Background: an optimization exercise with open tools, aiming at small area and a short achievable clock period. Do not read the settings as production practice.
The RTL was checked by simulation tests, not by an equivalence proof against the original design.

==> flow/design.v, too long to show whole: its modules and the start of the top module <==
// module fifo: 75 lines
// module multiplier: 1673 lines
// module adder: 136 lines
// module component: 55 lines
module component (
    input  wire         clk,
    input  wire         rst,
    input  wire [31:0]  fifo1_data_in,
    input  wire [31:0]  fifo2_data_in,
    input  wire [31:0]  fifo3_data_in,
    input  wire         fifo1_write_en,
    input  wire         fifo2_write_en,
    input  wire         fifo3_write_en,
    input  wire         fifo1_read_en,
    input  wire         fifo2_read_en,
    input  wire         fifo3_read_en,
    output wire [31:0]  result_out,
    output wire         fifo1_empty,
    output wire         fifo2_empty,
    output wire         fifo3_empty,
    output wire         fifo1_full,
    output wire         fifo2_full,
    output wire         fifo3_full
);
  // ...
==> flow/flow/run.sh <==
#!/bin/bash
set -euo pipefail
MARGIN=${MARGIN:-6.5}
bash standard.sh \
  SETUP_SLACK_MARGIN=$MARGIN \
  "CTS_ARGS=-sink_clustering_enable -repair_clock_nets -dont_use_dummy_load -buf_list sky130_fd_sc_hd__clkbuf_16 -sink_clustering_size 24 -sink_clustering_max_diameter 90" \
  "BUFFER_PORTS_ARGS=-buffer_cell sky130_fd_sc_hd__buf_2" \
  finish > make_finish.log 2>&1
==> flow/standard.sh <==
#!/bin/bash
# synth_recipe.tcl (not shown) runs the flow's synth.tcl, then flattens the netlist and writes it again
# the make line also repeats each setting of config.mk as NAME=value (left out here)
make -C /OpenROAD-flow-scripts/flow DESIGN_CONFIG=/design/flow/config.mk WORK_HOME=/design/flow/orfs CLKGATE_MAP_FILE= SYNTH_SCRIPT=/design/flow/synth_recipe.tcl "${@:-finish}"
==> flow/config.mk <==
export PLATFORM = sky130hd
export DESIGN_NAME = component
export DESIGN_NICKNAME = component
export VERILOG_FILES = /design/flow/design.v
export SDC_FILE = /design/flow/constraint.sdc
export NUM_CORES = 4
export LEC_CHECK = 0
export CAP_MARGIN = 20
export CORE_MARGIN = 2
export CORE_UTILIZATION = 45
export PLACE_DENSITY = 0.6
export SLEW_MARGIN = 20
==> flow/constraint.sdc <==
create_clock -name core_clock -period 13.0 [get_ports {clk}]
set_input_delay 2.6000 -clock core_clock [delete_from_list [all_inputs] [get_ports {clk}]]
set_output_delay 2.6000 -clock core_clock [all_outputs]
set_load 0.01 [all_outputs]
==> results.cfg, run 1 <==
[layout]
final_nets = 6156
drive_above_1_share_pct = 17.3
sh_seq_area_pct = 57.1
dominant_cells = sequential cells

[synth]
synth_edf_count = 1445
syn_nets = 6003
synth-async-reset-ratio_pct = 4.84
ys_types = 75
synth_flop_cell = edfxtp_1
syn_inst = 5601
synth-seq-cells = 1737

[worst_setup_path]
cpMostUsedCell = fa_1
critPathSlowestCell = fa_1
crit_chain = buf_2 > a21oi_4 > buf_12 > nor2b_4 > buf_4 > a21oi_2 > buf_6 > clkinvlp_4 > buf_6 > o22ai_1 > o21ai_0 > o221ai_1 > fa_1 > fa_1 > inv_1 > fa_1 > fa_1

[sta]
fin_crit_sh_pct = 50.4
skew_ps = 124
tightest_slew_ps = 1180
rsz0062_at_grt = true
slew_headroom_pct = 20.8

[global_route]
met2_usage_pct = 44.7
top_usage_layer = met2
overflow = 0

[clock_network]
postCtsHoldBufs = 0

[die]
die_area_um2 = 175000

[place]
gp_congestion = 0.967

[detailed_routing]
route.vias.total = 53000
drc = 0
met2_length_mm = 118

[status]
status = no timing/DRC/antenna violations
==> inputs of run 2 (changes only) <==
--- a/flow/flow/run.sh
+++ b/flow/flow/run.sh
@@ -1,6 +1,6 @@
 #!/bin/bash
 set -euo pipefail
-MARGIN=${MARGIN:-6.5}
+MARGIN=${MARGIN:-6.2}
 bash standard.sh \
   SETUP_SLACK_MARGIN=$MARGIN \
   "CTS_ARGS=-sink_clustering_enable -repair_clock_nets -dont_use_dummy_load -buf_list sky130_fd_sc_hd__clkbuf_16 -sink_clustering_size 24 -sink_clustering_max_diameter 90" \
==> results.cfg, run 2 <==
[sta]
slew_headroom_pct = 18.7
tightest_slew_ps = 1220
fin_tns_setup_ps = 0
worst_slack_ps = 6270
setup_viol = 0
skew_ps = 94.2
rsz0062_at_grt = true
hold_viol_final = 0
fin_hold_ws_ps = 494
maxSlewViolCount = 0
final.min_clock_period_ps = 6730
fmax_ghz = 0.149
fin_crit_sh_pct = 51.7

[die]
die_y_um = 418
die_area_um2 = 175000
core_area_um2 = 170000
rows = 151
ios = 142
die-width_um = 418
start_util_pct = 45.4

[layout]
layout_commonest_cell = edfxtp_1
drive_above_1_share_pct = 13.1
area_delta_synth_final_pct = 8.93
top_regs = fifo1_inst.memory x448, fifo2_inst.memory x448, fifo3_inst.memory x448
layout_common_cells = 1445 x edfxtp_1, 308 x a21oi_1, 291 x a221oi_1
final_nets = 5977
finalNonFillerCells = 7796
nFillCells = 14400

[synth]
ys_types = 75
synth_area_leaders = edfxtp_1 56%, fa_1 5.7%, dfxtp_1 5.4%
ys_top_cells_by_count = 1445 x edfxtp_1, 335 x clkbuf_1, 323 x a21oi_1
synth-seq-cells = 1737
synth_edf_count = 1445
syn_inst = 5601
synth-async-reset-ratio_pct = 4.84
syn_avg_cell_area_um2 = 13.8
syn_nets = 6003
yosysWarnings = 2
synth_flop_cell = edfxtp_1
synth_seq_area_share_pct = 64.4
synth_top_area_cell = edfxtp_1
synth_top_area_share_pct = 56.3
yosysMostFrequentCell = edfxtp_1
syn_area_um2 = 77100

[clock_network]
clk_transition_reported_paths_ps = 60
tritoncts = built
clk-insertion-delay-late_ps = 740
htreeDepth = 3
cts_root_buf = clkbuf_16
cts_buffers = 91
clock-sinks = 1737
clockBufferDepth = 3
postCtsHoldBufs = 0

[detailed_routing]
drtAntennaViolNets = 0
drc = 0
wire_per_inst_um = 31.1
wl_met3_mm = 20.8
viasPerCell = 6.60
met2_length_mm = 112
firstDrtPassIters = 8
route.vias.total = 51500
drt-initial-drc-count = 6415
highest_layer = met5
wl_mm = 242
met1_length_mm = 98.5

[worst_setup_path]
crit_chain = buf_2 > and2_4 > buf_4 > nor2_4 > a21oi_4 > buf_12 > nand2_2 > o22ai_1 > a21oi_2 > fa_1 > inv_1 > fa_1 > fa_2 > inv_1 > fa_2 > fa_1
slowest_delay_ps = 580
start_kind = input port
required_ps = 13520
worstSetupPathType = input port to flop
cpMostUsedCell = fa_1
reg2reg_slack_ps = 7810
path_max_fanout = 27
critPathSlowestCell = fa_2
end_kind = flop
arrival_ps = 7250

[global_route]
overflow = 0
grt_pass1_vias = 49500
grtUsageTotal_pct = 27.0
grt_max_degree = 69
antenna_found_initial = 24
grt_first_pass_wirelength_mm = 348

[place]
place_inst = 7633
pre_cts_ws_ps = 4440
io_buffers = 141
dp_hpwl_mm = 146
gp_congestion = 0.933

[hold_path]
min_path_type = flop to flop

[job]
max_cap_violations = 0

[status]
status = no timing/DRC/antenna violations
## run 2: cell counts after synthesis
Identical to the previous run, type by type.
## run 2: what timing repair did
| item | in CTS | in global routing |
|---|---|---|
| gates cloned | 4 | 11 |
| resized for setup | 84 | 103 |
| setup buffers | 15 | 37 |
| pin swaps | 1 | 8 |
| setup endpoints to repair | 67 | 33 |
## run 2: metal layers
layer  global-route usage [%]  vias up
met1                     37.4    26400
met3                     4.63      600
met4                     9.42       26
met5                        0        -
met2                     43.0     2690
li1                         -    21800
## run 2: worst paths after layout
| kind | cells past startpoint | startpoint | endpoint |
|---|---|---|---|
| worst max-delay path | 16 | fifo2_write_en | rows[76]$_DFF_P_ |
| worst min-delay path | 1 | fifo2_inst.wr_ptr[0]$_DFFE_PP0P_ | fifo2_inst.wr_ptr[0]$_DFFE_PP0P_ |
| worst max register to register | 14 | fifo1_inst.many_reg$_DFF_PP0_ | rows[67]$_DFF_P_ |
| worst min register to register | 1 | fifo2_inst.wr_ptr[0]$_DFFE_PP0P_ | fifo2_inst.wr_ptr[0]$_DFFE_PP0P_ |
| max in group asynchronous | 3 | rst | fifo1_inst.rd_sel[11]$_DFFE_PP0P_ |
| min in group asynchronous | 2 | rst | fifo3_inst.rd_sel[10]$_DFFE_PP0P_ |
## run 2: kinds of logic (layout without fill, tap and decap cells)
kind of cell             Yosys count  in the layout  synth area share (%)
AND/OR/NAND/NOR                  599            605                  3.29
multiplexers                     130            130                  1.78
other                              0              5                     0
flip-flops                      1737           1737                  64.4
AO/OA/AOI/OAI                   1963           1964                  18.2
adder cells (fa/ha/maj)          298            298                  6.99
XOR/XNOR                         105            105                  1.23
buffers and inverters            769            734                  4.07
## run 2: cell type report
type | instances | area, µm² | share of cell area (%)
repair buffers | 361 | 2790 | 3.32
multi-input cells | 3102 | 25300 | 30.2
diodes | 5 | 12.5 | 0.0149
well taps | 2218 | 2780 | 3.30
flip-flops and latches | 1737 | 49700 | 59.1
inverters | 282 | 1150 | 1.37
clock buffers | 91 | 2280 | 2.71
## run 2: metrics by stage
| stage | area [µm²] | util [%] |
|---|---|---|
| 2_1_floorplan | 77400 | - |
| 3_3_place_gp | 80300 | 47.3 |
| 3_5_place_dp | 80300 | 47.3 |
| 4_1_cts | 83100 | 48.9 |
| 5_1_grt | 84000 | 49.5 |
| 6_report | 84000 | 49.5 |
## run 2: worst max-delay path, delay by kind of cell
kind | cells | cell delay (ps)
adders and majority gates | 5 | 2440
and+or+nand+nor | 3 | 790
buffers and inverters | 5 | 770
AOI/OAI and AO/OA | 3 | 580
==> module fifo, before the edit <==
module fifo #(
    parameter DATA_WIDTH = 32
) (
    input  wire                   clk,
    input  wire                   rst,
    input  wire                   wr_en,
    input  wire                   re_en,
    input  wire [DATA_WIDTH-1:0]  data_in,
    output wire [DATA_WIDTH-1:0]  next_head,
    output wire                   empty,
    output wire                   full
);
    localparam MDEPTH = 14;
    reg [DATA_WIDTH-1:0] memory [0:MDEPTH-1];
    reg [DATA_WIDTH-1:0] head;       
    reg [DATA_WIDTH-1:0] second;     
    reg [3:0] wr_ptr;
    reg [MDEPTH-1:0] rd_sel;         
    reg [4:0] count;
    reg empty_reg;
    reg full_reg;
    reg one_reg;                     
    reg two_reg;                     
    reg many_reg;                    
    integer i;
    wire wr_fire = wr_en && !full_reg;
    wire rd_fire = re_en && !empty_reg;
    wire ld_din  = wr_en && (empty_reg || (re_en && one_reg));
    wire ld_sec  = re_en && (two_reg || many_reg);
    wire sec_din = wr_en && ((one_reg && !re_en) || (two_reg && re_en));
    wire pop     = re_en && many_reg;
    wire push    = wr_fire && !ld_din && !sec_din;
    assign next_head = ld_din ? data_in : (ld_sec ? second : head);
    reg [DATA_WIDTH-1:0] mem_out;
    always @* begin
        mem_out = {DATA_WIDTH{1'b0}};
        for (i = 0; i < MDEPTH; i = i + 1)
            mem_out = mem_out | (memory[i] & {DATA_WIDTH{rd_sel[i]}});
    end
    wire [4:0] count_next = count + {4'd0, wr_fire} - {4'd0, rd_fire};
    always @ (posedge clk or posedge rst) begin
        if (rst) begin
            wr_ptr    <= 4'd0;
            rd_sel    <= {{(MDEPTH-1){1'b0}}, 1'b1};
            count     <= 5'd0;
            empty_reg <= 1'b1;
            full_reg  <= 1'b0;
            one_reg   <= 1'b0;
            two_reg   <= 1'b0;
            many_reg  <= 1'b0;
        end else begin
            if (push)
                wr_ptr <= (wr_ptr == MDEPTH - 1) ? 4'd0 : wr_ptr + 4'd1;
            if (pop)
                rd_sel <= {rd_sel[MDEPTH-2:0], rd_sel[MDEPTH-1]};
            count     <= count_next;
            empty_reg <= (count_next == 5'd0);
            full_reg  <= (count_next == 5'd16);
            one_reg   <= (count_next == 5'd1);
            two_reg   <= (count_next == 5'd2);
            many_reg  <= (count_next >= 5'd3);
        end
    end
    always @ (posedge clk) begin
        head <= next_head;
        if (sec_din)
            second <= data_in;
        else if (pop)
            second <= mem_out;
        if (push)
            memory[wr_ptr] <= data_in;
    end
    assign empty = empty_reg;
    assign full  = full_reg;
endmodule
==> inputs of run 3 (changes only) <==
--- a/flow/design.v
+++ b/flow/design.v
@@ -15,7 +15,7 @@
     reg [DATA_WIDTH-1:0] head;       
     reg [DATA_WIDTH-1:0] second;     
     reg [3:0] wr_ptr;
-    reg [MDEPTH-1:0] rd_sel;         
+    reg [3:0] rd_ptr;
     reg [4:0] count;
     reg empty_reg;
     reg full_reg;
@@ -35,13 +35,13 @@
     always @* begin
         mem_out = {DATA_WIDTH{1'b0}};
         for (i = 0; i < MDEPTH; i = i + 1)
-            mem_out = mem_out | (memory[i] & {DATA_WIDTH{rd_sel[i]}});
+            mem_out = mem_out | (memory[i] & {DATA_WIDTH{rd_ptr == i}});
     end
     wire [4:0] count_next = count + {4'd0, wr_fire} - {4'd0, rd_fire};
     always @ (posedge clk or posedge rst) begin
         if (rst) begin
             wr_ptr    <= 4'd0;
-            rd_sel    <= {{(MDEPTH-1){1'b0}}, 1'b1};
+            rd_ptr    <= 4'd0;
             count     <= 5'd0;
             empty_reg <= 1'b1;
             full_reg  <= 1'b0;
@@ -52,7 +52,7 @@
             if (push)
                 wr_ptr <= (wr_ptr == MDEPTH - 1) ? 4'd0 : wr_ptr + 4'd1;
             if (pop)
-                rd_sel <= {rd_sel[MDEPTH-2:0], rd_sel[MDEPTH-1]};
+                rd_ptr <= (rd_ptr == MDEPTH - 1) ? 4'd0 : rd_ptr + 4'd1;
             count     <= count_next;
             empty_reg <= (count_next == 5'd0);
             full_reg  <= (count_next == 5'd16);
==> flow/flow/run.sh (replaced) <==
#!/bin/bash
set -euo pipefail
MARGIN=${MARGIN:-6.3}
bash standard.sh \
  SETUP_SLACK_MARGIN=$MARGIN \
  "CTS_ARGS=-sink_clustering_enable -repair_clock_nets -dont_use_dummy_load -buf_list sky130_fd_sc_hd__clkbuf_16 -sink_clustering_size 27 -sink_clustering_max_diameter 90" \
  "BUFFER_PORTS_ARGS=-buffer_cell sky130_fd_sc_hd__buf_2" \
  finish > make_finish.log 2>&1
--- a/flow/config.mk
+++ b/flow/config.mk
@@ -7,6 +7,6 @@
 export LEC_CHECK = 0
 export CAP_MARGIN = 20
 export CORE_MARGIN = 2
-export CORE_UTILIZATION = 45
-export PLACE_DENSITY = 0.6
+export CORE_UTILIZATION = 65
+export PLACE_DENSITY = 0.8
 export SLEW_MARGIN = 20
==> results.cfg, run 3 <==
[sta]
fin_tns_setup_ps = 0
fmax_ghz = 0.150
fin_crit_sh_pct = 51.3
slew_headroom_pct = 13.9
tightest_slew_ps = 1290
rsz0062_at_grt = true
setup_viol = 0
hold_viol_final = 0
worst_slack_ps = 6320
fin_hold_ws_ps = 500
final.min_clock_period_ps = 6680
skew_ps = 76.6
maxSlewViolCount = 0

[place]
pre_cts_ws_ps = 4210
io_buffers = 141
gp_congestion = 0.977
dp_hpwl_mm = 130
place_inst = 6957
placed_cell_area_um2 = 79000

[detailed_routing]
wire_per_inst_um = 32.4
wl_mm = 232
drtAntennaViolNets = 0
drc = 0
firstDrtPassIters = 13
drt-initial-drc-count = 10300
viasPerCell = 7.48
route.vias.total = 53600

[synth]
syn_area_um2 = 76400
synth_flop_cell = edfxtp_1
synth_area_leaders = edfxtp_1 57%, fa_1 5.8%, dfxtp_1 5.5%
synth-async-reset-ratio_pct = 3.16
yosysMostFrequentCell = edfxtp_1
yosysWarnings = 2
synth-seq-cells = 1707
synth_top_area_share_pct = 56.8
synth_edf_count = 1445
synth_top_area_cell = edfxtp_1
syn_avg_cell_area_um2 = 13.7
syn_nets = 5990
syn_inst = 5588
ys_types = 83
ys_top_cells_by_count = 1445 x edfxtp_1, 315 x a21oi_1, 296 x clkbuf_1
synth_seq_area_share_pct = 64.0

[die]
die_area_um2 = 120000
start_util_pct = 65.6
ios = 142
rows = 125
die_y_um = 347
core_area_um2 = 116000
die-width_um = 347

[global_route]
grt_util_met1_pct = 50.7
top_usage_layer = met2
grt_max_degree = 70
gr-usage-met3_pct = 10.3
grtUsageTotal_pct = 37.7
met2_usage_pct = 57.6
grt_pass1_vias = 51300
antenna_found_initial = 34
overflow = 0
grt_first_pass_wirelength_mm = 334

[clock_network]
postCtsHoldBufs = 0
clockBufferDepth = 3
cts_buffers = 75
clk_transition_reported_paths_ps = 110
tritoncts = built
clock-sinks = 1707
clk-insertion-delay-late_ps = 720
cts_root_buf = clkbuf_16
htreeDepth = 3

[layout]
layout_commonest_cell = edfxtp_1
finalNonFillerCells = 7165
final_nets = 6031
area_delta_synth_final_pct = 8.65
drive_above_1_share_pct = 14.2
final_area_um2 = 83000
top_regs = fifo1_inst.memory x448, fifo2_inst.memory x448, fifo3_inst.memory x448
layout_common_cells = 1445 x edfxtp_1, 299 x a21oi_1, 290 x a221oi_1

[job]
max_cap_violations = 0

[worst_setup_path]
worstSetupPathType = input port to flop
path_max_fanout = 31
start_kind = input port
reg2reg_slack_ps = 7830
end_kind = flop
required_ps = 13580
arrival_ps = 7260

[status]
status = no timing/DRC/antenna violations

[hold_path]
min_path_type = flop to flop
==> run 3: worst max-delay path, stage by stage <==
cell and delay (ps):
buf_2 180, a21oi_2 100, nor2b_4 300, buf_12 230, o21a_1 150, buf_4 500
clkinv_1 290, buf_8 280, o221ai_1 200, a21oi_1 140, ha_1 290, fa_1 540
inv_1 50, fa_2 530, inv_2 40, fa_2 370, fa_1 420
==> run 3: cell families (layout without fill, tap and decap cells) <==
kind of cell,Yosys count,after routing,synth area share [%]
adder cells (fa/ha/maj),298,298,7.06
AO/OA/AOI/OAI,1969,1972,18.6
buffers and inverters,737,765,4.04
multiplexers,88,88,1.18
other,0,14,0
XOR/XNOR,107,107,1.28
flip-flops,1707,1707,64.0
AND/OR/NAND/NOR,682,690,3.82
==> run 3: final timing paths <==
| check | startpoint | endpoint | depth (start not counted) |
|---|---|---|---|
| worst max-delay path | fifo1_read_en | rows[91]$_DFF_P_ | 17 |
| worst min-delay path | fifo2_inst.wr_ptr[0]$_DFFE_PP0P_ | fifo2_inst.wr_ptr[0]$_DFFE_PP0P_ | 1 |
| worst max register to register | fifo2_inst.many_reg$_DFF_PP0_ | rows[76]$_DFF_P_ | 18 |
| worst min register to register | fifo2_inst.wr_ptr[0]$_DFFE_PP0P_ | fifo2_inst.wr_ptr[0]$_DFFE_PP0P_ | 1 |
| max in group asynchronous | rst | fifo3_inst.count[1]$_DFF_PP0_ | 3 |
| min in group asynchronous | rst | fifo2_inst.wr_ptr[1]$_DFFE_PP0P_ | 3 |
==> run 3: what timing repair did <==
action,CTS,global route
pin swaps,10,23
endpoints found under the hold margin,0,0
setup buffers,18,74
cloned,9,18
gates resized for setup,102,115
endpoints found under the setup margin,85,40
==> run 3: area by class of cell <==
cell class	count	area, µm²
repair buffers	405	3230
inverters	282	1190
repair inverters	3	20.0
well taps	1524	1910
flip-flops and latches	1707	48900
fillers	7340	33400
multi-input cells	3155	25800
diodes	14	35.0
clock buffers	75	1880
==> run 3: through the flow <==
step | util [%]
global route | 71.3
CTS | 70.1
finish | 71.3
floorplan | -
global placement | 67.9
detailed placement | 67.9
==> run 3: metal layers <==
layer | vias to the layer above | share of wire, %
met5 | - | 0.15
met4 | 30 | 6.1
met3 | 1131 | 15
met1 | 25800 | 34
met2 | 4740 | 45
li1 | 21900 | -

## separate check: timing with driven ports
In the flow no input, the clock included, has a driving cell. The finished layouts below were timed again as built, in two steps.
Step 1: set_driving_cell puts a clkbuf_16 on clk and a buf_2 on each other input, an assumption about the parent block.
Step 2 adds t to the input delays and takes it off the output delays; t is the mean of the earliest and latest rising clock arrival at the registers after step 1. Input paths then give back, and output paths get back, about the clock's delay inside the block.
Three values: ideal ports, drivers, drivers and shift; two values: the first two.
run | shift t [ns] | slack for setup (ns) | worst setup path at the end | cell pins on the clock port's net
run 1 | 0.811 | 6.453 / 6.475 / 5.664 | input to register | 1
run 2 | 0.778 | 6.273 / 6.265 / 5.522 | input to register | 1
run 3 | 0.760 | 6.325 / 6.329 / 5.607 | input to register | 1
After both steps setup and hold are still met in every run listed. The setup slack of run 1, which loses most, moves by +0.022 ns with the drivers and by -0.789 ns with both steps.
